Context: an optimization exercise on an open-source flow, tuned for a short achievable clock period and few clock cycles per item. The choices shown serve that exercise and are no tape-out recipe. Where RTL was checked, it was by simulation tests only, not by an equivalence proof against the original. No functional check of the RTL was part of run 6. Power and IR drop assume default switching activity.

**constraint.sdc**
```tcl
create_clock -name core_clock -period 7.5 [get_ports {clk}]
set_input_delay 1.5000 -clock core_clock [delete_from_list [all_inputs] [get_ports {clk}]]
set_output_delay 1.5000 -clock core_clock [all_outputs]
set_load 0.01 [all_outputs]
```
**flow/abc.script**
```
strash
dch
map -D 300
buffer -c
topo
stime -c
upsize -c
dnsize -c
```
**config.mk**
```make
export PLATFORM = sky130hd
export DESIGN_NAME = cpu
export DESIGN_NICKNAME = cpu
export VERILOG_FILES = /design/flow/design.v
export SDC_FILE = /design/flow/constraint.sdc
export NUM_CORES = 8
export LEC_CHECK = 0
export CAP_MARGIN = 20
export CORE_MARGIN = 2
export CORE_UTILIZATION = 50
export SETUP_SLACK_MARGIN = 5
export SLEW_MARGIN = 20
export SYNTH_HIERARCHICAL = 1
```
**flow/run.sh**
```bash
#!/bin/bash
# The standard layout (standard.sh) with these changes:
# - synthesis leaves Yosys's adders to ABC instead of mapping them to the
#   library's full/half-adder cells, and ABC maps for delay (structural choices, then its classic
#   mapper; flow/abc.script) instead of ORFS's speed script;
set -o pipefail
export ADDER_MAP_FILE=
export MY_ABC_SCRIPT=$PWD/flow/abc.script
# The standard flow's synthesis script with the ABC script replaced
{ head -n 1 synth_recipe.tcl
  cat <<'EOT'
proc abc {args} {
  set i [lsearch -exact $args -script]
  if {$i >= 0} { set args [lreplace $args $i [expr {$i + 1}] -script $::env(MY_ABC_SCRIPT)] }
  yosys abc {*}$args
}
EOT
  tail -n +2 synth_recipe.tcl; } > flow_synth.tcl
bash standard.sh SYNTH_SCRIPT=$PWD/flow_synth.tcl SETUP_SLACK_MARGIN=5 finish 2>&1 | tee standard.log
```
**design.v**
```verilog
module cpu(clk, rst, imem_addr, imem_rdata, dmem_addr, dmem_rdata, dmem_we, dmem_wdata);
  input clk;
  input rst;
  output [9:0] imem_addr;
  input [31:0] imem_rdata;
  output [9:0] dmem_addr;
  input [31:0] dmem_rdata;
  output dmem_we;
  output [31:0] dmem_wdata;
  reg [31:0] RF [1:31];
  reg [31:0] wRes, w2Res;      
  reg [4:0] wDest;             
  reg [4:0] eDest;
  reg eSW, eK;
  wire [4:0] eDestV = eK ? 5'd0 : eDest;
  wire eSWV = eSW & ~eK;
  reg [15:0] bhtH, bhtL;
  integer k;
  reg uV, uInv;
  reg [3:0] uIdx;
  reg [9:0] PC;                 
  reg [9:0] PCn;                
  wire [31:0] fI = imem_rdata;
  wire fJ = fI[31:26] == 6'd2;
  wire fBr = fI[31:27] == 5'b00010;
  wire fInv = bhtH[PCn[3:0]];   
  wire fPT = fBr & (fI[15] ^ fInv);
  wire [9:0] fPC1 = PCn;
  wire [9:0] fBT, fBT1, fPC2, fJT1;
  add10c u_fbt(.a(PCn), .b(fI[9:0]), .ci(1'b0), .s(fBT));
  add10c u_fbt1(.a(PCn), .b(fI[9:0]), .ci(1'b1), .s(fBT1));
  add10c u_pc2(.a(PCn), .b(10'd0), .ci(1'b1), .s(fPC2));
  add10c u_jt1(.a(fI[9:0]), .b(10'd0), .ci(1'b1), .s(fJT1));
  wire [9:0] fNext0 = fJ ? fI[9:0] : fBr & fI[15] ? fBT : fPC1;
  wire [9:0] fNext1 = fJ ? fI[9:0] : fBr & ~fI[15] ? fBT : fPC1;
  wire [9:0] fNext = fInv ? fNext1 : fNext0;
  wire [9:0] fNextP0 = fJ ? fJT1 : fBr & fI[15] ? fBT1 : fPC2;
  wire [9:0] fNextP1 = fJ ? fJT1 : fBr & ~fI[15] ? fBT1 : fPC2;
  wire [9:0] fNextP = fInv ? fNextP1 : fNextP0;
  wire [9:0] fAlt = fInv ^ fI[15] ? fPC1 : fBT;
  wire [4:0] fRs = fI[25:21], fRt = fI[20:16];
  wire [31:0] fA0 = fRs[2:0] == 3'd0 ? 32'd0 : RF[{2'd0, fRs[2:0]}];
  wire [31:0] fA1 = RF[{2'd1, fRs[2:0]}], fA2 = RF[{2'd2, fRs[2:0]}], fA3 = RF[{2'd3, fRs[2:0]}];
  wire [31:0] fB0 = fRt[2:0] == 3'd0 ? 32'd0 : RF[{2'd0, fRt[2:0]}];
  wire [31:0] fB1 = RF[{2'd1, fRt[2:0]}], fB2 = RF[{2'd2, fRt[2:0]}], fB3 = RF[{2'd3, fRt[2:0]}];
  reg [31:0] dI;
  reg [31:0] dA0, dA1, dA2v, dA3v, dB0, dB1, dB2v, dB3v;
  reg dV, dPT, dA2, dA3, dB2, dB3;
  reg [3:0] gA, gB;            
  reg dStall;                  
  reg [9:0] dAlt, dAlt1;       
  reg [3:0] dIdx;
  wire [5:0] dOp = dI[31:26], dFn = dI[5:0];
  wire [4:0] dRs = dI[25:21], dRt = dI[20:16], dRd = dI[15:11];
  wire dR = dOp == 6'd0;
  wire dSLL = dR & dFn == 6'd0, dSRL = dR & dFn == 6'd2, dADD = dR & dFn == 6'd32,
       dSUB = dR & dFn == 6'd34, dAND = dR & dFn == 6'd36, dOR = dR & dFn == 6'd37,
       dNOR = dR & dFn == 6'd39;
  wire dADDI = dOp == 6'd8, dANDI = dOp == 6'd12, dORI = dOp == 6'd13,
       dLW = dOp == 6'd35, dSW = dOp == 6'd43, dBEQ = dOp == 6'd4, dBNE = dOp == 6'd5;
  wire dRW = dSLL | dSRL | dADD | dSUB | dAND | dOR | dNOR;
  wire dIW = dADDI | dANDI | dORI | dLW;
  wire [4:0] dDest = dRW ? dRd : dIW ? dRt : 5'd0;
  wire dImm = dADDI | dANDI | dORI;
  wire [31:0] dSimm = {{16{dI[15]}}, dI[15:0]};
  wire [31:0] dA = ({32{gA[0]}} & dA0) | ({32{gA[1]}} & dA1) | ({32{gA[2]}} & dA2v) | ({32{gA[3]}} & dA3v);
  wire [31:0] dB = ({32{gB[0]}} & dB0) | ({32{gB[1]}} & dB1) | ({32{gB[2]}} & dB2v) | ({32{gB[3]}} & dB3v);
  wire [31:0] dAv = dA2 ? wRes : dA3 ? w2Res : dA;
  wire [31:0] dBv = dB2 ? wRes : dB3 ? w2Res : dB;
  wire [9:0] dAddr;
  add10c u_addr(.a(dAv[9:0]), .b(dI[11:2]), .ci(1'b0), .s(dAddr));
  wire dMA = eDestV != 5'd0 & eDestV == dRs;
  wire dMB = eDestV != 5'd0 & eDestV == dRt;
  wire dGo = dV & ~dStall;
  wire fLW = fI[31:26] == 6'd35, fMem = fLW | fI[31:26] == 6'd43;
  wire fStall = (fMem & dGo & dDest != 5'd0 & dDest == fRs) | (fLW & dGo & dSW);
  reg eBeq, eBne, ePT, eSt;
  reg [3:0] eIdx;
  reg [9:0] eAlt, eAlt1, eAddr, mAddr;
  reg [31:0] eA, eB, eO2;      
  reg eSub;
  reg [4:0] eSh;
  reg sAdd, sAnd, sOr, sNor, sSll, sSrl, sLw;
  reg eZok, eZsh;              
  reg [31:0] eZm;              
  reg sWe;
  reg [31:0] sData;
  wire [32:0] sumx = {eA, 1'b1} + {eO2, eSub};
  wire [31:0] sum = sumx[32:1];
  wire [31:0] res = ({32{sAdd}} & sum) | ({32{sAnd}} & (eA & eO2)) | ({32{sOr}} & (eA | eO2))
                  | ({32{sNor}} & ~(eA | eO2)) | ({32{sSll}} & (eB << eSh))
                  | ({32{sSrl}} & (eB >> eSh)) | ({32{sLw}} & dmem_rdata);
  wire eEq = eA == eB;
  wire eBr = ~eK & (eBeq | eBne);
  wire eTaken = eBeq ? eEq : ~eEq;
  wire eMis = eBr & (eTaken ^ ePT);
  wire [31:0] eZv = eZsh ? eB & eZm : ({32{sAnd}} & (eA & eO2)) | ({32{sOr}} & (eA | eO2))
                                      | ({32{sNor}} & ~(eA | eO2));
  wire eZ = eZv == 32'd0;
  wire [4:0] dX = dRs == 5'd0 ? dRt : dRs;
  wire dEarly = dV & (dBEQ | dBNE) & ((dRs == 5'd0) ^ (dRt == 5'd0)) & eZok & eDestV == dX;
  wire dTakenE = dBEQ ? eZ : ~eZ;
  wire dMisE = dEarly & (dTakenE ^ dPT);
  wire [31:0] nA = dMA ? res : dAv;
  wire [31:0] nB = dMB ? res : dBv;
  assign imem_addr = PC;
  assign dmem_addr = mAddr;
  assign dmem_we = sWe;
  assign dmem_wdata = sData;
  always @(posedge clk) begin
    if(rst) begin
      PC <= 10'd0;
      PCn <= 10'd1;
      dV <= 1'b0;
      bhtH <= 16'd0;
      bhtL <= 16'd0;
      uV <= 1'b0;
      eDest <= 5'd0;
      eSW <= 1'b0;
      eBeq <= 1'b0;
      eBne <= 1'b0;
      eK <= 1'b0;
      dStall <= 1'b0;
      wDest <= 5'd0;
      sWe <= 1'b0;
    end else begin
      if(eMis) begin
        PC <= eAlt;
        PCn <= eAlt1;
        dV <= 1'b0;
      end else if(dMisE) begin
        PC <= dAlt;
        PCn <= dAlt1;
        dV <= 1'b0;
      end else if(~dStall) begin
        PC <= fNext;
        PCn <= fNextP;
        dV <= 1'b1;
      end
      for(k = 0; k < 16; k = k + 1)
        if(uV & uIdx == k) begin
          bhtH[k] <= uInv ? bhtH[k] | bhtL[k] : bhtH[k] & bhtL[k];
          bhtL[k] <= uInv ? ~bhtL[k] | bhtH[k] : ~bhtL[k] & bhtH[k];
        end
      uV <= eBr;
      eDest <= dGo ? dDest : 5'd0;
      eSW <= dGo & dSW;
      eBeq <= dGo & dBEQ;
      eBne <= dGo & dBNE;
      eK <= eMis;
      dStall <= ~eMis & ~dStall & fStall;
      wDest <= eDestV;
      sWe <= eSWV;
    end
    uIdx <= eIdx;
    uInv <= eTaken ^ eSt;
    if(~dStall) begin
      dI <= fI;
      dPT <= fPT;
      dAlt <= fAlt;
      dAlt1 <= fInv ^ fI[15] ? fPC2 : fBT1;
      dIdx <= PCn[3:0];
      gA <= 4'd1 << fI[25:24];
      gB <= 4'd1 << fI[20:19];
      dA0 <= fA0; dA1 <= fA1; dA2v <= fA2; dA3v <= fA3;
      dB0 <= fB0; dB1 <= fB1; dB2v <= fB2; dB3v <= fB3;
      dA2 <= eDestV != 5'd0 & eDestV == fRs;
      dB2 <= eDestV != 5'd0 & eDestV == fRt;
      dA3 <= wDest != 5'd0 & wDest == fRs;
      dB3 <= wDest != 5'd0 & wDest == fRt;
    end else begin
      dA0 <= dAv; dA1 <= dAv; dA2v <= dAv; dA3v <= dAv;
      dB0 <= dBv; dB1 <= dBv; dB2v <= dBv; dB3v <= dBv;
      dA2 <= dMA;
      dB2 <= dMB;
      dA3 <= 1'b0;
      dB3 <= 1'b0;
    end
    ePT <= dPT ^ dMisE;
    eSt <= dI[15];
    eIdx <= dIdx;
    eAlt <= dAlt;
    eAlt1 <= dAlt1;
    eAddr <= dAddr;
    mAddr <= eSWV ? eAddr : dAddr;
    eA <= nA;
    eB <= nB;
    eO2 <= dImm ? dSimm : nB ^ {32{dSUB}};
    eSub <= dSUB;
    eSh <= dI[10:6];
    sAdd <= dADD | dSUB | dADDI;
    sAnd <= dAND | dANDI;
    sOr <= dOR | dORI;
    sNor <= dNOR;
    sSll <= dSLL;
    sSrl <= dSRL;
    sLw <= dLW;
    eZok <= dSLL | dSRL | dAND | dANDI | dOR | dORI | dNOR;
    eZsh <= dSLL | dSRL;
    eZm <= dSLL ? 32'hffffffff >> dI[10:6] : 32'hffffffff << dI[10:6];
    sData <= eB;
    wRes <= res;
    w2Res <= wRes;
    if(wDest != 5'd0) RF[wDest] <= wRes;
  end
endmodule
module add10c(a, b, ci, s);
  input [9:0] a, b;
  input ci;
  output [9:0] s;
  wire [10:0] x = {a, 1'b1} + {b, ci};
  assign s = x[10:1];
endmodule
```
**standard.sh**
```bash
#!/bin/bash
# synth_recipe.tcl (not shown) runs the flow's synth.tcl, then flattens the netlist and writes it again
# the make line also repeats each setting of config.mk as NAME=value (left out here)
make -C /OpenROAD-flow-scripts/flow DESIGN_CONFIG=/design/flow/config.mk WORK_HOME=/design/flow/orfs CLKGATE_MAP_FILE= SYNTH_SCRIPT=/design/flow/synth_recipe.tcl "${@:-finish}"
```
==> results of run 1 <==
## per-stage QoR
stage          cell area, µm²  hold slack (ps)
2_1_floorplan           83200              310
3_3_place_gp            84900              312
3_5_place_dp            84900              315
4_1_cts                 96400              325
5_1_grt                 99900              336
6_report                99900              326
## per-layer routing
layer,up-vias,part of all wire,track usage
li1,33200,-,-
met1,38100,0.37,0.556
met2,6347,0.42,0.605
met3,1455,0.13,0.102
met4,24,0.078,0.280
met5,-,0.00059,0
## kinds of logic (layout without fill, tap and decap cells)
family / after synthesis / after routing / share of synthesized area
xor gates and xnor gates: 75 / 75 / 0.00822
DFF: 1677 / 1677 / 0.541
and+or+nand+nor: 3045 / 3056 / 0.157
buffers and inverters: 1099 / 1429 / 0.0527
other: 2 / 74 / 0.0000921
adders and majority gates: 7 / 7 / 0.000859
muxes: 3 / 3 / 0.000368
AOI/OAI and AO/OA: 3041 / 3041 / 0.239
## power by group
| part | total, mW | internal [mW] | switching, mW |
|---|---|---|---|
| combinational | 5.09 | 1.82 | 3.27 |
| sequential | 10.8 | 10.3 | 0.505 |
| clock | 9.14 | 5.24 | 3.90 |
| total | 25.0 | 17.4 | 7.67 |
## Yosys stat by module (local to each module, per instance)
module,flip-flops and latches,copies in the design,cells,cell area [µm²]
add10c,0,5,105,647
cpu,1677,1,8424,78300
## layout by cell type, fill, tap and decap left out, drive strengths merged, types with 284 or more instances in the layout
master,n
clkbuf,284
o221ai,417
nor2,1402
edfxtp,1057
o21ai,1337
dfxtp,620
a21oi,384
inv,468
buf,517
nand2,1094
## final cells by class
type	count	area share
timing repair buffer	605	0.0746
timing repair inverter	13	0.00121
tap	2175	0.0272
inverter	472	0.0205
antenna	13	0.000326
multi-input combinational	6243	0.372
sequential	1677	0.444
clock buffer	256	0.0517
clock inverter	83	0.00883
## what timing repair did
action,in CTS,in global routing
cloned,50,31
setup buffers,184,88
hold endpoints to repair,0,0
pin swaps,128,214
endpoints found under the setup margin,796,560
resized for setup,1071,534
## worst paths after layout
| check | start | endpoint | slack [ps] | depth (start not counted) |
|---|---|---|---|---|
| worst min-delay path | eIdx[2]$_DFF_P_ | uIdx[2]$_DFF_P_ | 330 | 0 |
| worst min register to register | eIdx[2]$_DFF_P_ | uIdx[2]$_DFF_P_ | 330 | 0 |
| worst max register to register | eB[26]$_DFF_P_ | PCn[2]$_SDFFE_PP0P_ | 4730 | 11 |
| worst max-delay path | PC[6]$_SDFFE_PP0P_ | imem_addr[6] | 4680 | 1 |
==> impl_metrics.tcl, run 1 <==
set metrics [dict create \
    status "timing/DRC/antenna clean" \
    vias_per_cell 6.86 \
    hpwl_um 199000 \
    pre_cts_ws_ps 3070 \
    final_max_slew_viol_count 0 \
    cts_sinks 1677 \
    seq_area_frac_synth 0.541 \
    fmax_ghz 0.355 \
    cp_num_buf_inv 1 \
    synth_top_area_frac 0.389 \
    vdd_drop_max_v 0.000239 \
    critPathMaxStageDelay_ps 370 \
    cp-start-kind "flop" \
    worst_pin_slew_ps 1150 \
    n_fill_cell 13600 \
    period_minus_slack_ps 2820 \
    cts_inserted_buffers 179 \
    fin_total_pwr_mw 25.0 \
    ys_warn_count 7 \
    maxSlewHeadroom 0.231 \
    nets 9257 \
    rsz0062_at_grt "true" \
    path_clk_slew_ps 60 \
    antenna_found_initial 25 \
    wl_per_cell_um 32.5 \
    ctsRootBufferMaster "clkbuf_16" \
    io_buffers 118 \
    clock_latency_ps 860 \
    finClkSkew_ps 47.3 \
    syn-instance-count 8949 \
    holdCritPathClass "flop to flop" \
    die_width_um 408 \
    drive_gt1_frac 0.203 \
    critPathRequiredTime_ps 6000 \
    cts_tree "yes" \
    gp_congestion 1.02 \
    crit_arrival_ps 1320 \
    drt_iter0_drc 12900 \
    hold_viol 0 \
    clk_path_buf_depth 3 \
    die_area_um2 166000 \
    powerDensity_nw_per_um2 251 \
    final.setup.worst_slack_ps 4680 \
    grt.total_usage 0.418 \
    drtAntennaViolNets 0 \
    crit_path_cell_trace "buf_6" \
    final_cell_count_no_fill 11500 \
    synthDistinctLibCells 86 \
    drc 0 \
    maxCapViolCount 0 \
    synth-seq-cells 1677 \
    async_flop_share 0 \
    synth_area_um2 81600 \
    cp_top_family "flip-flops" \
    utilization 0.615 \
    vias 79100 \
    area_growth_pct 22.5 \
    dieHeight_um 408 \
    synthTopCellsByArea "edfxtp_1, dfxtp_1, o21ai_0, nor2_1, nand2_1" \
    ff_latch_area_um2 44400 \
    yosysTopAreaCell "edfxtp_1" \
    setup_tns_ps 0 \
    grt_max_degree 133 \
    core_area_um2 162000 \
    cellLeakagePower_nw 36.8 \
    crit_type "flop to output port" \
    post-place-cells 10800 \
    worstSetupEndpointType "output port" \
    max_flop_register "RF" \
    synth_edf_count 1057 \
    grt_pass1_vias 72200 \
    synth_most_common_cell "nor2_1" \
    worstPathMaxFanout 2 \
    first_pass_iters 9 \
    drt_wl_total_um 375000 \
    largest_reg_flops 992 \
    htreeDepth 4 \
    grt_overflow_total 0 \
    slowest_stage "dfxtp_4" \
    grt_pass1_wl_um 509000 \
    multi_input_area_um2 37100 \
    rows 148 \
    pin_count 119 \
    setup_viol 0 \
    start_util 0.502 \
    synth_commonest_cells "nor2_1, o21ai_0, nand2_1, edfxtp_1, dfxtp_1" \
    syn_area_per_cell_um2 9.12 \
    synth_flop_cell "edfxtp_1" \
    period_share 0.376 \
    cts-hold-fix-buffers 0 \
]
Testbench counts, summed over its fixed seeds: cycles 46,044, instructions 44,290.
==> inputs of run 2 (changes only) <==
--- a/config.mk
+++ b/config.mk
@@ -7,7 +7,7 @@
 export LEC_CHECK = 0
 export CAP_MARGIN = 20
 export CORE_MARGIN = 2
-export CORE_UTILIZATION = 50
+export CORE_UTILIZATION = 55
 export SETUP_SLACK_MARGIN = 5
 export SLEW_MARGIN = 20
 export SYNTH_HIERARCHICAL = 1
==> impl_metrics.tcl, run 2 <==
set metrics [dict create \
    period_share 0.376 \
    nets 9204 \
    synth-seq-cells 1677 \
    async_flop_share 0 \
    seq_area_frac_synth 0.541 \
    path_clk_slew_ps 70 \
    drive_gt1_frac 0.200 \
    layout_commonest_cell "nor2_1" \
    crit_type "flop to output port" \
    dieHeight_um 389 \
    synth_flop_cell "edfxtp_1" \
    maxCapViolCount 0 \
    die_width_um 389 \
    synth_most_common_cell "nor2_1" \
    grt_pass1_wl_um 492000 \
    io_buffers 118 \
    n_fill_cell 11400 \
    ys_warn_count 7 \
    first_pass_iters 11 \
    maxSlewHeadroom 0.222 \
    critPathMaxStageDelay_ps 370 \
    synthDistinctLibCells 86 \
    vias_per_cell 7.04 \
    p_int_mw 17.2 \
    crit_arrival_ps 1320 \
    slowest_stage "dfxtp_4" \
    cts_inserted_buffers 176 \
    synth_adder_area_share 0.000859 \
    switching_share 0.306 \
    cp_num_buf_inv 1 \
    layout_common_cells "nor2_1, edfxtp_1, nand2_1" \
    hold_ws_ps 326 \
    hold_start "eIdx[0]$_DFF_P_" \
    worstPathMaxFanout 2 \
    holdCritPathClass "flop to flop" \
    rsz0062_at_grt "true" \
    final_max_slew_viol_count 0 \
    max_flop_register "RF" \
    crit_start "PC[4]$_SDFFE_PP0P_" \
    period_minus_slack_ps 2820 \
    worstSetupEndpointType "output port" \
    synth_top_area_frac 0.389 \
    r2r-start "sNor$_DFF_P_" \
    setup_tns_ps 0 \
    synthSimpleGateAreaFrac 0.157 \
    drt_iter0_drc 13200 \
    setup_viol 0 \
    grt_pass1_vias 72500 \
    grt_overflow_total 0 \
    ff_latch_area_um2 44400 \
    synth_top_family_by_area "compound AO/OA/AOI/OAI gates" \
    synth_commonest_cells "nor2_1, o21ai_0, nand2_1, edfxtp_1, dfxtp_1" \
    final_cell_area_um2 99100 \
    cts_tree "yes" \
    multi_input_area_um2 37300 \
    post-place-cells 10600 \
    grt.total_usage 0.443 \
    drt_wl_total_um 358000 \
    cellLeakagePower_nw 36.4 \
    clock_latency_ps 860 \
    ctsRootBufferMaster "clkbuf_16" \
    htreeDepth 4 \
    synthXorXnorAreaFrac 0.00822 \
    core_area_um2 147000 \
    status "timing/DRC/antenna clean" \
    synth_area_um2 81600 \
    clk_path_buf_depth 3 \
    p_sw_mw 7.60 \
    worst_pin_slew_ps 1160 \
    wl_per_cell_um 31.8 \
    grt_max_degree 131 \
    hpwl_um 192000 \
    powerDensity_nw_per_um2 251 \
    synthMuxAreaShare 0.000368 \
    final_cell_count_no_fill 11200 \
    drc 0 \
    crit_path_cell_trace "buf_6" \
    combinationalPowerShare 0.201 \
    hold_viol 0 \
    synth_edf_count 1057 \
    antenna_found_initial 15 \
    fmax_ghz 0.354 \
    cp_top_family "flip-flops" \
    place_area_um2 84500 \
    clockPowerShare 0.364 \
    cts_sinks 1677 \
    critPathRequiredTime_ps 6000 \
    synth_compound_area_frac 0.239 \
    pwr-share-seq 0.435 \
    vias 79100 \
    die_area_um2 151000 \
    vdd_drop_max_v 0.000246 \
    utilization 0.672 \
    finClkSkew_ps 75.8 \
    cp-start-kind "flop" \
    yosysTopAreaCell "edfxtp_1" \
    area_growth_pct 21.4 \
    syn_area_per_cell_um2 9.12 \
    gp_congestion 1.08 \
    rows 141 \
    largest_reg_flops 992 \
    syn-instance-count 8949 \
    pin_count 119 \
    start_util 0.553 \
    drtAntennaViolNets 0 \
    synthTopCellsByArea "edfxtp_1, dfxtp_1, o21ai_0, nor2_1, nand2_1" \
]
-- run 2: power by group through the flow --
stage | combinational [mW] | sequential [mW] | clock, mW
detailed placement | 3.91 | 10.9 | 0
global route | 5.25 | 10.8 | 9.38
global placement | 3.88 | 10.9 | 0
finish | 4.98 | 10.8 | 9.04
floorplan | 2.67 | 10.7 | 0
CTS | 4.35 | 10.7 | 9.01
-- run 2: worst paths after layout --
check	to	slack, ps	cells past startpoint
worst max register to register	PC[3]$_SDFFE_PP0P_	4740	13
worst min register to register	uIdx[0]$_DFF_P_	330	0
worst min-delay path	uIdx[0]$_DFF_P_	330	0
worst max-delay path	imem_addr[4]	4680	1
-- run 2: timing repair --
action,CTS,global route
buffers inserted,158,88
pin swaps,151,228
gates resized for setup,1064,584
hold buffers,0,0
gates cloned,42,30
setup endpoints to repair,764,367
-- run 2: cells by family (layout without fill, tap and decap cells) --
kind of cell             after synthesis  after routing
AND/OR/NAND/NOR                     3045           3058
multiplexers                           3              3
flip-flops                          1677           1677
other                                  2             73
AO/OA/AOI/OAI                       3041           3041
buffers and inverters               1099           1372
adder cells (fa/ha/maj)                7              7
XOR/XNOR                              75             75
-- run 2: cell type report --
| type | instances | share of cell area |
|---|---|---|
| inverter | 472 | 0.0209 |
| tap | 1930 | 0.0244 |
| clock inverter | 70 | 0.00916 |
| multi-input combinational | 6245 | 0.376 |
| timing repair inverter | 12 | 0.00106 |
| sequential | 1677 | 0.448 |
| clock buffer | 264 | 0.0519 |
| antenna | 12 | 0.000303 |
| timing repair buffer | 554 | 0.0682 |
-- run 2: per-stage QoR --
step | power (mW) | worst slack [ps]
global route | 25.5 | 4660
detailed placement | 14.8 | 3170
global placement | 14.8 | 3170
finish | 24.8 | 4680
floorplan | 13.4 | 4550
CTS | 24.1 | 4660
-- run 2: modules after synthesis, one instance, submodules excluded --
module  cells inside  flip-flops and latches  cell area (µm²)
cpu             8424                    1677            78300
add10c           105                       0              647
-- run 2: layer usage --
| metal | vias to the layer above | wire (µm) | global-route usage |
|---|---|---|---|
| li1 | 33100 | - | - |
| met1 | 37900 | 128000 | 0.587 |
| met2 | 6608 | 149000 | 0.640 |
| met3 | 1488 | 53900 | 0.120 |
| met4 | 18 | 26900 | 0.285 |
| met5 | - | 109 | 0 |
==> inputs of run 3 (changes only) <==
--- a/flow/run.sh
+++ b/flow/run.sh
@@ -16,4 +16,4 @@
 }
 EOT
   tail -n +2 synth_recipe.tcl; } > flow_synth.tcl
-bash standard.sh SYNTH_SCRIPT=$PWD/flow_synth.tcl SETUP_SLACK_MARGIN=5 finish 2>&1 | tee standard.log
+bash standard.sh SYNTH_SCRIPT=$PWD/flow_synth.tcl SETUP_SLACK_MARGIN=5.5 finish 2>&1 | tee standard.log
--- a/config.mk
+++ b/config.mk
@@ -7,7 +7,7 @@
 export LEC_CHECK = 0
 export CAP_MARGIN = 20
 export CORE_MARGIN = 2
-export CORE_UTILIZATION = 55
+export CORE_UTILIZATION = 35
 export SETUP_SLACK_MARGIN = 5
 export SLEW_MARGIN = 20
 export SYNTH_HIERARCHICAL = 1
==> impl_metrics.tcl, run 3 <==
set metrics [dict create \
    area_growth_pct 49.5 \
    core_area_um2 232000 \
    syn-instance-count 8949 \
    hold_viol 0 \
    first_pass_iters 22 \
    grt.total_usage 0.370 \
    hold_start "eIdx[0]$_DFF_P_" \
    cellLeakagePower_nw 44.4 \
    hpwl_um 203000 \
    slowest_stage "dfxtp_4" \
    path_clk_slew_ps 60 \
    ys_warn_count 7 \
    async_flop_share 0 \
    synth-seq-cells 1677 \
    critPathRequiredTime_ps 6000 \
    hold_end "uIdx[0]$_DFF_P_" \
    synth_edf_count 1057 \
    drc 0 \
    synthTopCellsByArea "edfxtp_1, dfxtp_1, o21ai_0, nor2_1, nand2_1" \
    regToRegSetupSlack_ps 4780 \
    start_util 0.352 \
    final.setup.worst_slack_ps 4600 \
    drt_iter0_drc 18700 \
    grt_max_degree 113 \
    gp_congestion 0.997 \
    drt_wl_total_um 504000 \
    cts_inserted_buffers 182 \
    r2r-start "sNor$_DFF_P_" \
    crit_path_cell_trace "buf_6" \
    maxCapViolCount 0 \
    critPathMaxStageDelay_ps 400 \
    setup_viol 0 \
    largest_reg_flops 992 \
    seq_area_frac_synth 0.541 \
    clock_latency_ps 940 \
    htreeDepth 4 \
    vias 93200 \
    wl_per_cell_um 38.3 \
    layout_commonest_cell "edfxtp_1" \
    cts_sinks 1677 \
    period_minus_slack_ps 2900 \
    synth_top_area_frac 0.389 \
    synth_flop_cell "edfxtp_1" \
    cp_top_family "flip-flops" \
    pin_count 119 \
    vias_per_cell 7.08 \
    met3_usage 0.164 \
    die_width_um 487 \
    dieHeight_um 487 \
    cp-start-kind "flop" \
    rows 177 \
    drtAntennaViolNets 0 \
    top_usage_layer "met2" \
    die_area_um2 237000 \
    synth_commonest_cells "nor2_1, o21ai_0, nand2_1, edfxtp_1, dfxtp_1" \
    syn_area_per_cell_um2 9.12 \
    hold_depth 0 \
    worst_pin_slew_ps 1060 \
    grt_pass1_wl_um 623000 \
    synth_area_um2 81600 \
    worstPathMaxFanout 2 \
    synth_most_common_cell "nor2_1" \
    holdCritPathClass "flop to flop" \
    layout_common_cells "edfxtp_1, nor2_1, nand2_1" \
    grt_overflow_total 0 \
    antenna_found_initial 56 \
    grt.met1_usage 0.448 \
    clk_path_buf_depth 3 \
    worstSetupEndpointType "output port" \
    r2r-end "PC[4]$_SDFFE_PP0P_" \
    use_met2 0.509 \
    status "timing/DRC/antenna clean" \
    final_max_slew_viol_count 0 \
    max_flop_register "RF" \
    crit_arrival_ps 1400 \
    powerDensity_nw_per_um2 227 \
    setup_tns_ps 0 \
    pre_cts_ws_ps 3020 \
    io_buffers 118 \
    maxSlewHeadroom 0.295 \
    synthDistinctLibCells 86 \
    rsz0062_at_grt "true" \
    fmax_ghz 0.345 \
    drive_gt1_frac 0.387 \
    yosysTopAreaCell "edfxtp_1" \
    period_share 0.386 \
    finClkSkew_ps 71.3 \
    crit_cells 1 \
    ctsRootBufferMaster "clkbuf_16" \
    grt_pass1_vias 81500 \
    r2r_cells 14 \
    vdd_drop_max_v 0.000207 \
    cts_tree "yes" \
    cp_num_buf_inv 1 \
    crit_type "flop to output port" \
    nets 9955 \
]
run 3: cells by family after synthesis:
family | count (synthesis) | synth area share
adder cells (fa/ha/maj) | 7 | 0.000859
buffers and inverters | 1099 | 0.0527
AO/OA/AOI/OAI | 3041 | 0.239
XOR/XNOR | 75 | 0.00822
flip-flops | 1677 | 0.541
multiplexers | 3 | 0.000368
AND/OR/NAND/NOR | 3045 | 0.157
other | 2 | 0.0000921
run 3: timing repair:
| action | in CTS | in global routing |
|---|---|---|
| buffers inserted | 510 | 224 |
| resized for setup | 2795 | 1546 |
| setup endpoints to repair | 1526 | 1215 |
| pin swaps | 638 | 614 |
| hold buffers | 0 | 0 |
| cloned | 237 | 96 |
run 3: how the worst max path moves through the flow:
stage | slack [ps] | start | endpoint
after floorplan | 4560 | imem_rdata[28] | PC[5]$_SDFFE_PP0P_
after global placement | 2990 | imem_rdata[1] | PCn[9]$_SDFFE_PP0P_
after detailed placement | 3020 | imem_rdata[1] | PCn[9]$_SDFFE_PP0P_
after CTS | 4610 | PC[7]$_SDFFE_PP0P_ | imem_addr[7]
after global routing | 4590 | PC[7]$_SDFFE_PP0P_ | imem_addr[7]
final | 4600 | PC[7]$_SDFFE_PP0P_ | imem_addr[7]
run 3: metal layers:
layer  vias to the layer above  part of all wire  wire [µm]
met5                         -            0.0030       1510
met4                        64              0.11      56400
met3                      3913              0.18      93100
met2                     10100              0.38     191000
met1                     44200              0.32     163000
li1                      34900                 -          -
run 3: cell type report:
| cell class | count | area (µm²) |
|---|---|---|
| Antenna cell | 63 | 158 |
| Clock buffer | 274 | 5300 |
| Sequential cell | 1677 | 44500 |
| Tap cell | 3043 | 3810 |
| Inverter | 472 | 2140 |
| Fill cell | 19000 | 110000 |
| Timing Repair Buffer | 1239 | 19000 |
| Clock inverter | 71 | 976 |
| Timing Repair inverter | 67 | 1280 |
| Multi-Input combinational cell | 6250 | 44800 |
run 3: report_power, final:
part           switching [mW]  internal, mW
logic                    4.42          2.73
clock network            4.21          5.44
registers               0.523          10.3
total                    9.16          18.5
run 3: Yosys stat by module (local to each module, per instance):
module  cells inside  copies in the design
cpu             8424                     1
add10c           105                     5
run 3: metrics by stage:
step | total power [mW] | cell area [µm²] | hold WS [ps] | util | std cells
final | 27.6 | 122000 | 323 | 0.526 | 13200
after global routing | 28.0 | 122000 | 331 | 0.525 | 13100
after CTS | 26.1 | 111000 | 328 | 0.480 | 12800
after detailed placement | 14.9 | 86300 | 315 | 0.372 | 11700
after global placement | 14.9 | 86300 | 313 | 0.372 | 11700
after floorplan | 13.5 | 84200 | 310 | - | 9008
==> inputs of run 4 (changes only) <==
--- a/flow/run.sh
+++ b/flow/run.sh
@@ -1,7 +1,7 @@
 #!/bin/bash
 # The standard layout (standard.sh) with these changes:
 # - synthesis leaves Yosys's adders to ABC instead of mapping them to the
-#   library's full/half-adder cells, and ABC maps for delay (structural choices, then its classic
+#   library's full/half-adder cells, and ABC maps for delay (structural choices (dch -f), then its classic
 #   mapper; flow/abc.script) instead of ORFS's speed script;
 set -o pipefail
 export ADDER_MAP_FILE=
@@ -16,4 +16,4 @@
 }
 EOT
   tail -n +2 synth_recipe.tcl; } > flow_synth.tcl
-bash standard.sh SYNTH_SCRIPT=$PWD/flow_synth.tcl SETUP_SLACK_MARGIN=5.5 finish 2>&1 | tee standard.log
+bash standard.sh SYNTH_SCRIPT=$PWD/flow_synth.tcl SETUP_SLACK_MARGIN=5 finish 2>&1 | tee standard.log
==> flow/abc.script (replaced) <==
strash
dch -f
map -D 300
buffer -c
topo
stime -c
upsize -c
dnsize -c
--- a/config.mk
+++ b/config.mk
@@ -7,7 +7,7 @@
 export LEC_CHECK = 0
 export CAP_MARGIN = 20
 export CORE_MARGIN = 2
-export CORE_UTILIZATION = 35
+export CORE_UTILIZATION = 45
 export SETUP_SLACK_MARGIN = 5
 export SLEW_MARGIN = 20
 export SYNTH_HIERARCHICAL = 1
==> impl_metrics.tcl, run 4 <==
set metrics [dict create \
    htreeDepth 4 \
    dieHeight_um 429 \
    grt_overflow_total 0 \
    combinationalPowerShare 0.217 \
    syn-instance-count 9020 \
    drc 0 \
    cts_inserted_buffers 183 \
    max_flop_register "RF" \
    largest_reg_flops 992 \
    p_sw_mw 8.00 \
    r2r-end "PC[8]$_SDFFE_PP0P_" \
    period_minus_slack_ps 2870 \
    n_fill_cell 15500 \
    setup_tns_ps 0 \
    pin_count 119 \
    period_share 0.382 \
    worst_pin_slew_ps 1150 \
    grt_max_degree 156 \
    start_util 0.451 \
    finClkSkew_ps 70.8 \
    crit_arrival_ps 3540 \
    crit_type "flop to flop" \
    drt_wl_total_um 374000 \
    antenna_found_initial 26 \
    vias_per_cell 6.66 \
    synth_most_common_cell "o21ai_0" \
    grt.total_usage 0.377 \
    hold_end "uIdx[2]$_DFF_P_" \
    hold_depth 0 \
    grt_pass1_wl_um 508000 \
    seq_area_frac_synth 0.543 \
    die_area_um2 184000 \
    wl_per_cell_um 31.5 \
    drive_gt1_frac 0.212 \
    status "timing/DRC/antenna clean" \
    setup_viol 0 \
    switching_share 0.313 \
    multi_input_area_um2 37600 \
    cts-hold-fix-buffers 0 \
    maxSlewHeadroom 0.236 \
    clockPowerShare 0.360 \
    hold_viol 0 \
    holdCritPathClass "flop to flop" \
    cellLeakagePower_nw 37.0 \
    clk_path_buf_depth 3 \
    pwr-share-seq 0.423 \
    critPathRequiredTime_ps 8170 \
    powerDensity_nw_per_um2 253 \
    vdd_drop_max_v 0.000209 \
    nets 9396 \
    synth_area_um2 81300 \
    final_cell_area_um2 101000 \
    synth_edf_count 1057 \
    layout_commonest_cell "nor2_1" \
    maxCapViolCount 0 \
    cp-start-kind "flop" \
    p_int_mw 17.6 \
    path_clk_slew_ps 70 \
    vias 79100 \
    layout_common_cells "nor2_1, o21ai_0, edfxtp_1" \
    cts_tree "yes" \
    ys_warn_count 7 \
    async_flop_share 0 \
    die_width_um 429 \
    hold_ws_ps 322 \
    area_growth_pct 24.4 \
    grt_pass1_vias 71700 \
    worstSetupEndpointType "flop" \
    hold_start "eIdx[2]$_DFF_P_" \
    synth_top_area_frac 0.390 \
    synth_flop_cell "edfxtp_1" \
    rsz0062_at_grt "true" \
    rows 156 \
    core_area_um2 180000 \
    syn_area_per_cell_um2 9.02 \
    regToRegSetupSlack_ps 4630 \
    synth-seq-cells 1677 \
    synthDistinctLibCells 75 \
    synthTopCellsByArea "edfxtp_1, dfxtp_1, o21ai_0, nor2_1, nand2_1" \
    yosysTopAreaCell "edfxtp_1" \
    first_pass_iters 8 \
    gp_congestion 1.00 \
    fmax_ghz 0.349 \
    clock_latency_ps 860 \
    io_buffers 118 \
    ff_latch_area_um2 44400 \
    hpwl_um 208000 \
    drt_iter0_drc 12600 \
    synth_commonest_cells "o21ai_0, nor2_1, edfxtp_1, nand2_1, dfxtp_1" \
    drtAntennaViolNets 0 \
    final_max_slew_viol_count 0 \
    place_area_um2 85200 \
    r2r-start "eB[19]$_DFF_P_" \
    cts_sinks 1677 \
    ctsRootBufferMaster "clkbuf_16" \
    worstPathMaxFanout 11 \
    r2r_cells 13 \
]
-- run 4: changes by cell type in the layout (fill, tap and decap cells not counted), sizes merged, moves of 29 or more --
cell	before	now
a31o	148	63
inv	488	443
o21ai	1337	1623
clkbuf	328	290
o22ai	120	149
buf	1104	557
a21oi	384	300
diode	63	12
o311ai	48	3
nand2	1099	1026
o221ai	417	381
o211ai	165	220
xor2	54	23
-- run 4: logic make-up (layout without fill, tap and decap cells) --
group                     Yosys count  in the layout  share of synthesized area
buffers and inverters            1065           1467                     0.0503
xor gates and xnor gates           57             57                    0.00631
and+or+nand+nor                  3040           3046                      0.157
DFF                              1677           1677                      0.543
muxes                               6              6                   0.000739
AOI/OAI and AO/OA                3173           3173                      0.242
other                               2             79                  0.0000924
-- run 4: repair_timing --
item | 4_1_cts | 5_1_grt
buffers inserted | 170 | 151
pin swaps | 143 | 283
setup endpoints to repair | 999 | 457
resized for setup | 1077 | 778
gates cloned | 45 | 26
-- run 4: layout make-up --
| type | count | share of cell area |
|---|---|---|
| Sequential cell | 1677 | 0.439 |
| Multi-Input combinational cell | 6349 | 0.372 |
| Timing Repair Buffer | 648 | 0.0777 |
| Clock buffer | 264 | 0.0515 |
| Tap cell | 2370 | 0.0293 |
| Inverter | 454 | 0.0196 |
| Clock inverter | 84 | 0.00927 |
| Timing Repair inverter | 17 | 0.00148 |
| Antenna cell | 12 | 0.000297 |
-- run 4: through the flow --
stage / setup slack (ps) / cells / total power [mW] / util
final: 4630 / 11900 / 25.6 / 0.561
after global placement: 2930 / 11100 / 15.2 / 0.473
after floorplan: 4620 / 9085 / 13.6 / -
after detailed placement: 2940 / 11100 / 15.2 / 0.473
after global routing: 4580 / 11900 / 26.4 / 0.561
after CTS: 4640 / 11700 / 24.9 / 0.536
-- run 4: worst max-delay path by stage --
stage	from	to	slack (ps)	cells past startpoint
6_report	eB[19]$_DFF_P_	PC[8]$_SDFFE_PP0P_	4630	13
5_1_grt	dI[24]$_DFFE_PN_	PC[2]$_SDFFE_PP0P_	4580	11
4_1_cts	PC[5]$_SDFFE_PP0P_	imem_addr[5]	4640	1
3_5_place_dp	imem_rdata[22]	dA3v[25]$_DFF_P_	2940	7
3_3_place_gp	imem_rdata[16]	dB2v[27]$_DFF_P_	2930	8
2_1_floorplan	imem_rdata[27]	PC[6]$_SDFFE_PP0P_	4620	11
-- run 4: power by group through the flow --
stage,registers [mW],logic [mW],clock network [mW]
2_1_floorplan,10.8,2.88,0
5_1_grt,10.9,5.89,9.62
3_5_place_dp,10.9,4.28,0
3_3_place_gp,10.9,4.26,0
6_report,10.8,5.56,9.22
4_1_cts,10.8,4.87,9.25
-- run 4: per-module statistics from Yosys (local to each module, per instance) --
module  copies in the design  cells  flip-flops and latches  cell area [µm²]
add10c                     5    109                       0              641
cpu                        1   8475                    1677            78100
-- run 4: worst max-delay path: stages (launching register included) --
cell and delay [ps]:
dfxtp_2 470, inv_1 290, nand2_1 120, nand4_1 100, nor2_1 120, nand4_1 260
o21a_1 270, o21bai_1 190, buf_6 150, nand3_4 160, buf_12 210, nand3_4 90
buf_8 160, a31oi_1 110
-- run 4: routing by layer --
| metal | global-route usage | part of all wire | vias to the layer above |
|---|---|---|---|
| met5 | 0 | 0.00046 | - |
| met4 | 0.202 | 0.065 | 20 |
| met3 | 0.0959 | 0.13 | 1331 |
| met2 | 0.551 | 0.42 | 5958 |
| met1 | 0.513 | 0.38 | 38300 |
| li1 | - | - | 33600 |
==> inputs of run 5 (changes only) <==
--- a/config.mk
+++ b/config.mk
@@ -7,7 +7,7 @@
 export LEC_CHECK = 0
 export CAP_MARGIN = 20
 export CORE_MARGIN = 2
-export CORE_UTILIZATION = 45
+export CORE_UTILIZATION = 40
 export SETUP_SLACK_MARGIN = 5
 export SLEW_MARGIN = 20
 export SYNTH_HIERARCHICAL = 1
==> impl_metrics.tcl, run 5 <==
set metrics [dict create \
    status "timing/DRC/antenna clean" \
    period_minus_slack_ps 2930 \
    wl_per_cell_um 32.1 \
    dieHeight_um 455 \
    largest_reg_flops 992 \
    cellLeakagePower_nw 36.8 \
    antenna_found_initial 22 \
    layout_commonest_cell "nor2_1" \
    synth_top_area_frac 0.390 \
    drt_wl_total_um 390000 \
    hold_viol 0 \
    maxSlewHeadroom 0.184 \
    crit_path_cell_trace "buf_4 -> buf_12 -> buf_16 -> a21oi_4 -> nand2_2 -> nand3_2 -> nor2_2 -> a221oi_2 -> o211ai_1 -> nand3b_1 -> o211ai_1 -> a31oi_2" \
    io_buffers 118 \
    vdd_drop_max_v 0.000263 \
    cp_num_buf_inv 3 \
    grt_pass1_vias 73700 \
    layout_common_cells "nor2_1, o21ai_0, edfxtp_1" \
    async_flop_share 0 \
    first_pass_iters 7 \
    synth-seq-cells 1677 \
    cts-hold-fix-buffers 0 \
    worst_pin_slew_ps 1220 \
    grt_pass1_wl_um 531000 \
    gp_congestion 1.06 \
    vias 79900 \
    ff_latch_area_um2 44400 \
    hpwl_um 216000 \
    setup_viol 0 \
    area_growth_pct 24.0 \
    clock_latency_ps 870 \
    final.setup.worst_slack_ps 4570 \
    final_cell_area_um2 101000 \
    ys_warn_count 7 \
    rsz0062_at_grt "true" \
    synth_commonest_cells "o21ai_0, nor2_1, edfxtp_1, nand2_1, dfxtp_1" \
    drtAntennaViolNets 0 \
    rows 165 \
    crit_type "flop to flop" \
    critPathRequiredTime_ps 8150 \
    start_util 0.402 \
    drt_iter0_drc 13100 \
    syn_area_per_cell_um2 9.02 \
    core_area_um2 202000 \
    cp_top_family "compound AO/OA/AOI/OAI gates" \
    yosysTopAreaCell "edfxtp_1" \
    die_area_um2 207000 \
    setup_tns_ps 0 \
    synthDistinctLibCells 75 \
    vias_per_cell 6.57 \
    ctsRootBufferMaster "clkbuf_16" \
    regToRegSetupSlack_ps 4570 \
    grt_max_degree 146 \
    grt.total_usage 0.355 \
    drive_gt1_frac 0.202 \
    pin_count 119 \
    n_fill_cell 18300 \
    cts_inserted_buffers 183 \
    worstSetupEndpointType "flop" \
    grt_overflow_total 0 \
    final_max_slew_viol_count 0 \
    hold_ws_ps 322 \
    htreeDepth 4 \
    synth_edf_count 1057 \
    path_clk_slew_ps 60 \
    critPathMaxStageDelay_ps 430 \
    seq_area_frac_synth 0.543 \
    place_area_um2 85600 \
    cts_sinks 1677 \
    cp-start-kind "flop" \
    max_flop_register "RF" \
    period_share 0.390 \
    die_width_um 455 \
    drc 0 \
    cts_tree "yes" \
    holdCritPathClass "flop to flop" \
    worst_path_most_repeated_cell "o211ai_1" \
    synth_flop_cell "edfxtp_1" \
    synthTopCellsByArea "edfxtp_1, dfxtp_1, o21ai_0, nor2_1, nand2_1" \
    synth_most_common_cell "o21ai_0" \
    multi_input_area_um2 37300 \
    fmax_ghz 0.342 \
    synth_area_um2 81300 \
    clk_path_buf_depth 3 \
    crit_arrival_ps 3580 \
    pre_cts_ws_ps 3150 \
    worstPathMaxFanout 18 \
    finClkSkew_ps 66.9 \
    syn-instance-count 9020 \
    slowest_stage "nand3b_1" \
    nets 9375 \
    maxCapViolCount 0 \
    powerDensity_nw_per_um2 254 \
]
run 5: metal layers:
layer | GRT usage | wire (µm) | up-vias
met5 | 0 | 84 | -
met4 | 0.216 | 28100 | 12
met3 | 0.0873 | 50800 | 1467
met2 | 0.521 | 165000 | 6189
met1 | 0.471 | 146000 | 38700
li1 | - | - | 33500
run 5: path summary, 6_finish.rpt:
check / startpoint / endpoint / cells after the start
worst max-delay path: eSh[0]$_DFF_P_ / eO2[12]$_DFF_P_ / 12
worst min-delay path: eIdx[3]$_DFF_P_ / uIdx[3]$_DFF_P_ / 0
worst max register to register: eSh[0]$_DFF_P_ / eO2[12]$_DFF_P_ / 12
worst min register to register: eIdx[3]$_DFF_P_ / uIdx[3]$_DFF_P_ / 0
run 5: power by group:
part           total (mW)  switching (mW)  leakage, nW  internal, mW
Clock                9.12            3.97         2.96          5.15
Sequential           10.9           0.545         15.3          10.3
Combinational        5.67            3.58         18.6          2.09
Total                25.6            8.09         36.8          17.6
run 5: logic make-up (layout without fill, tap and decap cells):
logic type,count (synthesis),after routing,synth area share
other cells,2,83,0.0000924
xor+xnor,57,57,0.00631
compound gates,3173,3173,0.242
buf+inv,1065,1443,0.0503
flops,1677,1677,0.543
mux,6,6,0.000739
simple gates,3040,3045,0.157
run 5: cell type report:
class | count | area share
timing repair buffer | 634 | 0.0759
multi-input combinational | 6348 | 0.370
sequential | 1677 | 0.441
timing repair inverter | 11 | 0.000807
clock buffer | 276 | 0.0531
antenna | 16 | 0.000397
inverter | 454 | 0.0196
tap | 2672 | 0.0332
clock inverter | 68 | 0.00684
run 5: stage by stage:
stage / utilization / cells / total power [mW]
global placement: 0.423 / 11400 / 15.3
finish: 0.499 / 12200 / 25.6
global route: 0.499 / 12100 / 26.4
floorplan: - / 9085 / 13.6
detailed placement: 0.424 / 11400 / 15.3
CTS: 0.481 / 12000 / 25.0
run 5: what timing repair did:
item                                    in CTS  in global routing
cloned                                      42                 26
gates resized for setup                   1165                564
endpoints found under the setup margin     850                583
pin swaps                                  147                174
buffers inserted                           184                122
run 5: modules after synthesis, one instance, submodules excluded:
| module | cells | times used | area (µm²) |
|---|---|---|---|
| add10c | 109 | 5 | 641 |
| cpu | 8475 | 1 | 78100 |
==> inputs of run 6 (changes only) <==
--- a/design.v
+++ b/design.v
@@ -81,8 +81,6 @@
   reg eSub;
   reg [4:0] eSh;
   reg sAdd, sAnd, sOr, sNor, sSll, sSrl, sLw;
-  reg eZok, eZsh;              
-  reg [31:0] eZm;              
   reg sWe;
   reg [31:0] sData;
   wire [32:0] sumx = {eA, 1'b1} + {eO2, eSub};
@@ -94,13 +92,6 @@
   wire eBr = ~eK & (eBeq | eBne);
   wire eTaken = eBeq ? eEq : ~eEq;
   wire eMis = eBr & (eTaken ^ ePT);
-  wire [31:0] eZv = eZsh ? eB & eZm : ({32{sAnd}} & (eA & eO2)) | ({32{sOr}} & (eA | eO2))
-                                      | ({32{sNor}} & ~(eA | eO2));
-  wire eZ = eZv == 32'd0;
-  wire [4:0] dX = dRs == 5'd0 ? dRt : dRs;
-  wire dEarly = dV & (dBEQ | dBNE) & ((dRs == 5'd0) ^ (dRt == 5'd0)) & eZok & eDestV == dX;
-  wire dTakenE = dBEQ ? eZ : ~eZ;
-  wire dMisE = dEarly & (dTakenE ^ dPT);
   wire [31:0] nA = dMA ? res : dAv;
   wire [31:0] nB = dMB ? res : dBv;
   assign imem_addr = PC;
@@ -127,10 +118,6 @@
       if(eMis) begin
         PC <= eAlt;
         PCn <= eAlt1;
-        dV <= 1'b0;
-      end else if(dMisE) begin
-        PC <= dAlt;
-        PCn <= dAlt1;
         dV <= 1'b0;
       end else if(~dStall) begin
         PC <= fNext;
@@ -176,7 +163,7 @@
       dA3 <= 1'b0;
       dB3 <= 1'b0;
     end
-    ePT <= dPT ^ dMisE;
+    ePT <= dPT;
     eSt <= dI[15];
     eIdx <= dIdx;
     eAlt <= dAlt;
@@ -195,9 +182,6 @@
     sSll <= dSLL;
     sSrl <= dSRL;
     sLw <= dLW;
-    eZok <= dSLL | dSRL | dAND | dANDI | dOR | dORI | dNOR;
-    eZsh <= dSLL | dSRL;
-    eZm <= dSLL ? 32'hffffffff >> dI[10:6] : 32'hffffffff << dI[10:6];
     sData <= eB;
     wRes <= res;
     w2Res <= wRes;
--- a/flow/run.sh
+++ b/flow/run.sh
@@ -1,8 +1,8 @@
 #!/bin/bash
 # The standard layout (standard.sh) with these changes:
 # - synthesis leaves Yosys's adders to ABC instead of mapping them to the
-#   library's full/half-adder cells, and ABC maps for delay (structural choices (dch -f), then its classic
-#   mapper; flow/abc.script) instead of ORFS's speed script;
+#   library's full/half-adder cells, and ABC maps for delay with its classic
+#   mapper (flow/abc.script) instead of ORFS's speed script;
 set -o pipefail
 export ADDER_MAP_FILE=
 export MY_ABC_SCRIPT=$PWD/flow/abc.script
==> flow/abc.script (replaced) <==
strash
map -D 300
buffer -c
topo
stime -c
upsize -c
dnsize -c
==> impl_metrics.tcl, run 6 <==
set metrics [dict create \
    first_pass_iters 8 \
    final_max_slew_viol_count 0 \
    worst_pin_slew_ps 1190 \
    nets 10700 \
    synth-seq-cells 1643 \
    area_growth_pct 25.4 \
    synth_top_area_frac 0.376 \
    rsz0062_at_grt "true" \
    drc 0 \
    synth_most_common_cell "nand2_1" \
    cellLeakagePower_nw 42.6 \
    synthDistinctLibCells 78 \
    finClkSkew_ps 70.3 \
    async_flop_share 0 \
    synthTopCellsByArea "edfxtp_1, dfxtp_1, nand2_1, o21ai_0, a21oi_1" \
    n_fill_cell 19100 \
    die_area_um2 215000 \
    combinationalPowerShare 0.186 \
    setup_tns_ps 0 \
    io_buffers 118 \
    grt_max_degree 192 \
    r2r-end "eA[16]$_DFF_P_" \
    start_util 0.402 \
    maxSlewHeadroom 0.208 \
    grt.total_usage 0.306 \
    critPathRequiredTime_ps 8220 \
    gp_congestion 0.972 \
    synth_commonest_cells "nand2_1, o21ai_0, edfxtp_1, inv_1, a21oi_1" \
    dieHeight_um 463 \
    syn-instance-count 10200 \
    regToRegSetupSlack_ps 4410 \
    r2r_cells 17 \
    synth_edf_count 1057 \
    vias 78600 \
    clk_path_buf_depth 3 \
    synth_top_family_by_area "simple AND/OR/NAND/NOR gates" \
    hold_end "uIdx[2]$_DFF_P_" \
    synthSimpleGateAreaFrac 0.188 \
    synthXorXnorAreaFrac 0.0123 \
    period_minus_slack_ps 3090 \
    holdCritPathClass "flop to flop" \
    drt_wl_total_um 347000 \
    status "timing/DRC/antenna clean" \
    layout_commonest_cell "nand2_1" \
    pin_count 119 \
    synth_compound_area_frac 0.180 \
    vias_per_cell 5.79 \
    hold_depth 0 \
    final_cell_area_um2 106000 \
    core_area_um2 210000 \
    drive_gt1_frac 0.196 \
    largest_reg_flops 992 \
    die_width_um 463 \
    powerDensity_nw_per_um2 228 \
    max_flop_register "RF" \
    syn_area_per_cell_um2 8.26 \
    vdd_drop_max_v 0.000254 \
    drt_iter0_drc 10200 \
    switching_share 0.297 \
    clock_latency_ps 890 \
    grt_pass1_wl_um 488000 \
    grt_overflow_total 0 \
    setup_viol 0 \
    period_share 0.411 \
    htreeDepth 4 \
    hpwl_um 201000 \
    synth_area_um2 84400 \
    cts-hold-fix-buffers 0 \
    wl_per_cell_um 25.6 \
    fmax_ghz 0.324 \
    grt_pass1_vias 72400 \
    antenna_found_initial 23 \
    cts_inserted_buffers 182 \
    synth_adder_area_share 0.00513 \
    synth_flop_cell "edfxtp_1" \
    pwr-share-seq 0.430 \
    ys_warn_count 7 \
    cp-start-kind "flop" \
    layout_common_cells "nand2_1, o21ai_0, edfxtp_1" \
    maxCapViolCount 0 \
    worstSetupEndpointType "flop" \
    synthMuxAreaShare 0.0335 \
    hold_start "eIdx[2]$_DFF_P_" \
    rows 168 \
    seq_area_frac_synth 0.515 \
    place_area_um2 89400 \
    path_clk_slew_ps 60 \
    ff_latch_area_um2 43800 \
    cts_sinks 1643 \
    drtAntennaViolNets 0 \
    p_int_mw 17.0 \
    crit_arrival_ps 3800 \
    ctsRootBufferMaster "clkbuf_16" \
    worstPathMaxFanout 3 \
    p_sw_mw 7.16 \
    r2r-start "eA[14]$_DFF_P_" \
    hold_viol 0 \
    clockPowerShare 0.384 \
    crit_type "flop to flop" \
    cts_tree "yes" \
    multi_input_area_um2 40800 \
    yosysTopAreaCell "edfxtp_1" \
]
[run 6: changes by cell type after synthesis, sizes merged, moves of 276 or more]
cell,delta
nor2,-604
inv,+408
a21oi,+522
mux2i,+276
nand2,+1470
o221ai,-379
[run 6: worst max-delay path: stages, from the launching register on]
cell	delay, ps
dfxtp_4	370
buf_6	120
buf_6	120
xnor2_4	140
nor2_4	130
nand3_2	90
buf_6	140
nor2_4	140
nand4_1	250
nand3_1	170
nand2_1	70
nand3_2	70
o2111a_2	320
o2111ai_4	280
buf_4	250
buf_6	120
nand2_2	50
nand2_2	70
[run 6: what timing repair did]
action	CTS	global route
resized for setup	1465	479
pin swaps	265	245
gates cloned	39	17
buffers inserted	278	94
setup endpoints to repair	1223	1006
[run 6: power by group through the flow]
stage,Sequential [mW],Clock (mW),Combinational [mW]
final,10.4,9.27,4.49
after global routing,10.4,9.70,4.80
after CTS,10.3,9.35,4.06
after detailed placement,10.5,0,3.36
after global placement,10.5,0,3.34
after floorplan,10.4,0,2.28
[run 6: final cells by class]
type / instances / area share
Sequential cell: 1643 / 0.414
Multi-Input combinational cell: 7214 / 0.386
Timing Repair Buffer: 702 / 0.0757
Clock buffer: 248 / 0.0475
Tap cell: 2805 / 0.0332
Inverter: 850 / 0.0316
Clock inverter: 97 / 0.0115
Timing Repair inverter: 3 / 0.000260
Antenna cell: 9 / 0.000213
[run 6: how the worst max path moves through the flow]
stage,start,end,slack (ps),cells after the start
after CTS,eA[14]$_DFF_P_,eO2[16]$_DFF_P_,4570,17
after floorplan,imem_rdata[3],PC[7]$_SDFFE_PP0P_,4550,12
after global routing,eA[14]$_DFF_P_,eO2[16]$_DFF_P_,4440,17
after detailed placement,imem_rdata[29],PC[4]$_SDFFE_PP0P_,2780,10
after global placement,imem_rdata[29],PC[4]$_SDFFE_PP0P_,2730,10
final,eA[14]$_DFF_P_,eA[16]$_DFF_P_,4410,17
[run 6: modules after synthesis, one instance, submodules excluded]
module  copies in the design  flip-flops and latches  cell area [µm²]  cells
add10c                     5                       0              727    136
cpu                        1                    1643            80700   9536
[run 6: layer usage]
layer / GRT usage / wire (µm) / up-vias
met5: 0 / 61 / -
met4: 0.155 / 21200 / 10
met3: 0.0606 / 37800 / 1053
met2: 0.469 / 151000 / 4468
met1: 0.410 / 137000 / 37600
li1: - / - / 35500
[run 6: kinds of logic after synthesis]
family                     count (synthesis)
and+or+nand+nor                         3869
muxes                                    282
other                                      2
adders and majority gates                 43
AOI/OAI and AO/OA                       2810
DFF                                     1643
buffers and inverters                   1458
xor gates and xnor gates                 109
[run 6: per-stage QoR]
| step | util | power [mW] | setup WS, ps | std cells | hold slack (ps) |
|---|---|---|---|---|---|
| 2_1_floorplan | - | 12.7 | 4550 | 10300 | 310 |
| 3_3_place_gp | 0.427 | 13.8 | 2730 | 12800 | 315 |
| 3_5_place_dp | 0.427 | 13.8 | 2780 | 12800 | 320 |
| 4_1_cts | 0.491 | 23.8 | 4570 | 13500 | 322 |
| 5_1_grt | 0.505 | 24.9 | 4440 | 13600 | 335 |
| 6_report | 0.505 | 24.1 | 4410 | 13600 | 327 |

==> port drivers added, routing unchanged <==
The results above use ideal ports. As a check the final layouts listed here were re-extracted and re-timed, cells and wires unchanged.
Step 1, drivers: a clkbuf_16 drives clk and a buf_2 each remaining input, both assumed.
Step 2 moves the port delays by t, midway between the first and last clock arrival at a register: inputs arrive t later, outputs are due t later. That takes back most of the time a late clock gives input paths.
Three values: ideal, step 1, step 2; two values: the first two.
run | t, ns | slack for setup (ns) | worst setup path at the end | cell pins on the clock port's net
run 1 | 0.932 | 4.680 / 4.588 / 3.908 | input to register | 1
run 2 | 0.901 | 4.679 / 4.596 / 3.869 | input to register | 1
run 3 | 0.999 | 4.602 / 4.507 / 3.770 | input to register | 1
run 4 | 0.906 | 4.631 / 4.602 / 3.758 | input to register | 1
run 5 | 0.941 | 4.573 / 4.562 / 3.845 | input to register | 1
run 6 | 0.952 | 4.415 / 4.415 / 3.785 | input to register | 1
After both steps setup and hold are still met in every run listed. The setup slack of run 4, which loses most, moves by -0.029 ns with the drivers and by -0.873 ns with both steps.
